Background: an optimization exercise with open tools, aiming at small area. Do not read the settings as production practice.
The RTL was checked by simulation tests, not by an equivalence proof against the original design.
The clock port is modelled as an ideal driver; clocking choices that lean on that would not hold on a real chip.
Power and IR drop assume default switching activity.

Setup of exp/quartz:
==> flow/design.v (excerpt) <==
module breakout(
    input  clk,
    input  rst,
    input  rota,
    input  rotb,
    input  de,
    output red,
    output green,
    output blue,
    output hsync,
    output vsync
    );
Size in the first run: roughly 170 flip-flops, about 10 I/O pins, about 0.0083 sq mm of cells after synthesis.
==> flow/config.mk <==
export PLATFORM = sky130hd
export DESIGN_NAME = breakout
export DESIGN_NICKNAME = breakout
export VERILOG_FILES = /design/flow/design.v
export SDC_FILE = /design/flow/constraint.sdc
export NUM_CORES = 4
export LEC_CHECK = 0
export CAP_MARGIN = 20
export CORE_MARGIN = 2
export CORE_UTILIZATION = 80
export CTS_BUF_LIST = sky130_fd_sc_hd__clkbuf_8
export SLEW_MARGIN = 20
==> flow/constraint.sdc <==
create_clock -name core_clock -period 40.0 [get_ports {clk}]
set_input_delay 8.0000 -clock core_clock [delete_from_list [all_inputs] [get_ports {clk}]]
set_output_delay 8.0000 -clock core_clock [all_outputs]
set_load 0.01 [all_outputs]
standard.sh (not shown) runs the stock make flow with config.mk's settings and CLKGATE_MAP_FILE= SYNTH_SCRIPT=/design/flow/synth_recipe.tcl, a recipe that flattens the netlist after the stock synthesis.
==> flow/flow/run.sh <==
#!/bin/bash
# Standard ORFS layout (the standard.sh), with two changes:
#  - port buffers use the smallest buffer cell (every port still gets one)
#  - clock tree: clkbuf_8 buffers, no dummy loads
set -o pipefail
export BUFFER_PORTS_ARGS="-buffer_cell sky130_fd_sc_hd__buf_1"
export CTS_ARGS="-sink_clustering_enable -repair_clock_nets -buf_list sky130_fd_sc_hd__clkbuf_8 -dont_use_dummy_load -sink_clustering_size 24 -sink_clustering_max_diameter 150 -balance_levels"
bash standard.sh > standard_flow.log 2>&1
### exp/quartz -> exp/maple
==> flow/flow/run.sh <==
#!/bin/bash
# Standard ORFS layout (the standard.sh), with these changes:
#  - port buffers use the smallest buffer cell (every port still gets one)
#  - clock tree: clkbuf_8 buffers, no dummy loads
#  - after CTS, leaf clock buffers whose sinks keep a small slew with a
#    clkbuf_4 are downsized to clkbuf_4 (flow/downsize_clk.tcl)
set -eo pipefail
export BUFFER_PORTS_ARGS="-buffer_cell sky130_fd_sc_hd__buf_1"
export CTS_ARGS="-sink_clustering_enable -repair_clock_nets -buf_list sky130_fd_sc_hd__clkbuf_8 -dont_use_dummy_load"
bash standard.sh cts > standard_cts.log 2>&1
openroad -no_init -exit flow/downsize_clk.tcl > downsize_clk.log 2>&1
bash standard.sh > standard_flow.log 2>&1
==> flow/flow/downsize_clk.tcl (new file) <==
# Downsize leaf clock buffers (clkbuf_8 -> clkbuf_4) where the estimated
# slew at every sink stays below a conservative limit.
set res orfs/results/sky130hd/breakout/base
read_db $res/4_cts.odb
read_liberty $::env(FLOW_HOME)/platforms/sky130hd/lib/sky130_fd_sc_hd__tt_025C_1v80.lib
read_sdc $res/4_cts.sdc
source $::env(FLOW_HOME)/platforms/sky130hd/setRC.tcl
set limit 0.112
proc sink_slew { inst } {
  set out [get_pins -of_objects $inst -filter "direction == output"]
  set net [get_nets -of_objects $out]
  set mx 0
  foreach l [get_pins -of_objects $net -filter "direction == input"] {
    set s [get_property $l slew_max]
    if { $s > $mx } { set mx $s }
  }
  return $mx
}
proc drives_only_flops { inst } {
  set out [get_pins -of_objects $inst -filter "direction == output"]
  set net [get_nets -of_objects $out]
  foreach l [get_pins -of_objects $net -filter "direction == input"] {
    set c [get_cells -of_objects $l]
    if { ![string match "*df*" [get_property $c ref_name]] } { return 0 }
  }
  return 1
}
estimate_parasitics -placement
foreach inst [get_cells -filter "ref_name == sky130_fd_sc_hd__clkbuf_8"] {
  if { ![drives_only_flops $inst] } { continue }
  set before [sink_slew $inst]
  replace_cell $inst sky130_fd_sc_hd__clkbuf_4
  estimate_parasitics -placement
  set after [sink_slew $inst]
  if { $after > $limit } {
    replace_cell $inst sky130_fd_sc_hd__clkbuf_8
    estimate_parasitics -placement
    puts "keep [get_full_name $inst]: slew $before -> $after"
  } else {
    puts "downsize [get_full_name $inst]: slew $before -> $after"
  }
}
write_db $res/4_cts.odb
Results
Every stage of the flow completed for exp/maple, and the final layout passed the timing, DRC and antenna checks.
Worst hold slack after final layout of exp/quartz is on par with exp/maple.
exp/quartz -> exp/maple: met3 layer wire length in the routed design decreased by a few percent
Going from exp/quartz to exp/maple, clock network fraction of design power went down by 2.2 points, maximum frequency ~0 delta, global routing usage on met3 went down.
Comparing exp/maple and exp/quartz, combinational power is higher on exp/quartz.
Changes observed in exp/maple relative to exp/quartz: proportion of cell area occupied by registers has increased; number of buffers outside the clock class in the layout has decreased; setup slack after layout has increased.
Overall power of the completed layout (exp/maple vs. exp/quartz) decreases by a few percent
exp/maple ended up with a lower design area than exp/quartz did.
Inputs modified between exp/maple and exp/nickel:
# exp/maple
export LEC_CHECK = 0
export CAP_MARGIN = 20
export CORE_MARGIN = 2
export CORE_UTILIZATION = 80
export CTS_BUF_LIST = sky130_fd_sc_hd__clkbuf_8
export SLEW_MARGIN = 20
create_clock -name core_clock -period 40.0 [get_ports {clk}]
# exp/nickel
export LEC_CHECK = 0
export CAP_MARGIN = 20
export CORE_MARGIN = 2
export CORE_UTILIZATION = 88
export CTS_BUF_LIST = sky130_fd_sc_hd__clkbuf_8
export SLEW_MARGIN = 20
create_clock -name core_clock -period 40.0 [get_ports {clk}]
==> flow/flow/run.sh <==
#!/bin/bash
# Standard ORFS layout (the standard.sh), with two changes:
#  - port buffers use the smallest buffer cell (every port still gets one)
#  - clock tree: clkbuf_8 root, clkbuf_4 leaves, no dummy loads
set -o pipefail
export BUFFER_PORTS_ARGS="-buffer_cell sky130_fd_sc_hd__buf_1"
export CTS_ARGS="-sink_clustering_enable -repair_clock_nets -buf_list sky130_fd_sc_hd__clkbuf_4 -root_buf sky130_fd_sc_hd__clkbuf_8 -dont_use_dummy_load"
bash standard.sh > standard_flow.log 2>&1
removed: flow/flow/downsize_clk.tcl
## What came out
exp/nickel is listed as incomplete: the tool reported an error in global placement without I/O (3_1_place_gp_skip_io) and the run ended there.
Compared with exp/maple, in exp/nickel async set or reset register ratio after synthesis was more or less identical; register area share after synthesis shows no meaningful change; simple-gate share of the synthesized area has remained practically unchanged; die extent in y fell 4.7 microns.
Relative to exp/maple, floorplan die width decreased by 4.5% in exp/nickel.
Initial core utilization delta for exp/nickel relative to exp/maple: 9.1 points higher
Between exp/nickel and exp/maple, the placement row count is higher for exp/maple.
Looking at exp/nickel and exp/maple, the post-synthesis compound-gate area fraction is a wash.
As far as synthesized cell count goes, exp/maple and exp/nickel are indistinguishable; the numbers are identical.
As far as total standard cell area after synthesis goes, exp/nickel and exp/maple are indistinguishable; the numbers are identical.
Setup changes, exp/nickel to exp/xenon
# exp/nickel
export LEC_CHECK = 0
export CAP_MARGIN = 20
export CORE_MARGIN = 2
export CORE_UTILIZATION = 88
export CTS_BUF_LIST = sky130_fd_sc_hd__clkbuf_8
export SLEW_MARGIN = 20
create_clock -name core_clock -period 40.0 [get_ports {clk}]
# exp/xenon
export LEC_CHECK = 0
export CAP_MARGIN = 20
export CORE_MARGIN = 2
export CORE_UTILIZATION = 80
export CTS_BUF_LIST = sky130_fd_sc_hd__clkbuf_8
export SLEW_MARGIN = 20
create_clock -name core_clock -period 40.0 [get_ports {clk}]
==> flow/run.sh (new file) <==
#!/bin/bash
# synth_recipe.tcl (not shown) runs the flow's synth.tcl, then flattens the netlist and writes it again
# the make line also repeats each setting of config.mk as NAME=value (left out here)
make -C /OpenROAD-flow-scripts/flow DESIGN_CONFIG=/design/flow/config.mk WORK_HOME=/design/flow/orfs CLKGATE_MAP_FILE= SYNTH_SCRIPT=/design/flow/synth_recipe.tcl finish
removed: flow/flow/run.sh
removed: flow/standard.sh
--- outcome ---
- exp/nickel got as far as global placement without I/O (3_1_place_gp_skip_io), where a tool error ended the run.
- exp/xenon | stages: all done | timing, DRC, antenna: all pass
- Diff exp/nickel -> exp/xenon: synthesized area divided by synthesized cell count comparable, effective utilization at floorplan now smaller, number of enable flip-flop cells after synthesis comparable.

[port drivers added, routing unchanged]
In the flow no input, the clock included, has a driving cell. The finished layouts below were timed again as built, in two steps.
Step 1 assumes that a clkbuf_16 drives the clock port and a buf_2 every other input.
Step 2 times the ports against the registers' clock, not the clock port: input delays grow and output delays shrink by t, the midpoint of the rising clock arrivals with the driver on.
Slacks: ideal / step 1 / step 2; pairs: ideal / step 1.
run	t, ns	setup WS [ns]	clock arrival spread, ns	worst data-port slew with drivers (ns)	pins driven straight from the clock port
exp/quartz	0.508	24.379 / 24.340 / 24.848	0.020 / 0.020	0.03	1
exp/maple	0.502	24.394 / 24.356 / 24.859	0.038 / 0.039	0.03	1
exp/xenon	0.514	23.866 / 23.829 / 24.343	0.013 / 0.013	0.05	1
After both steps every run listed still meets setup and hold.
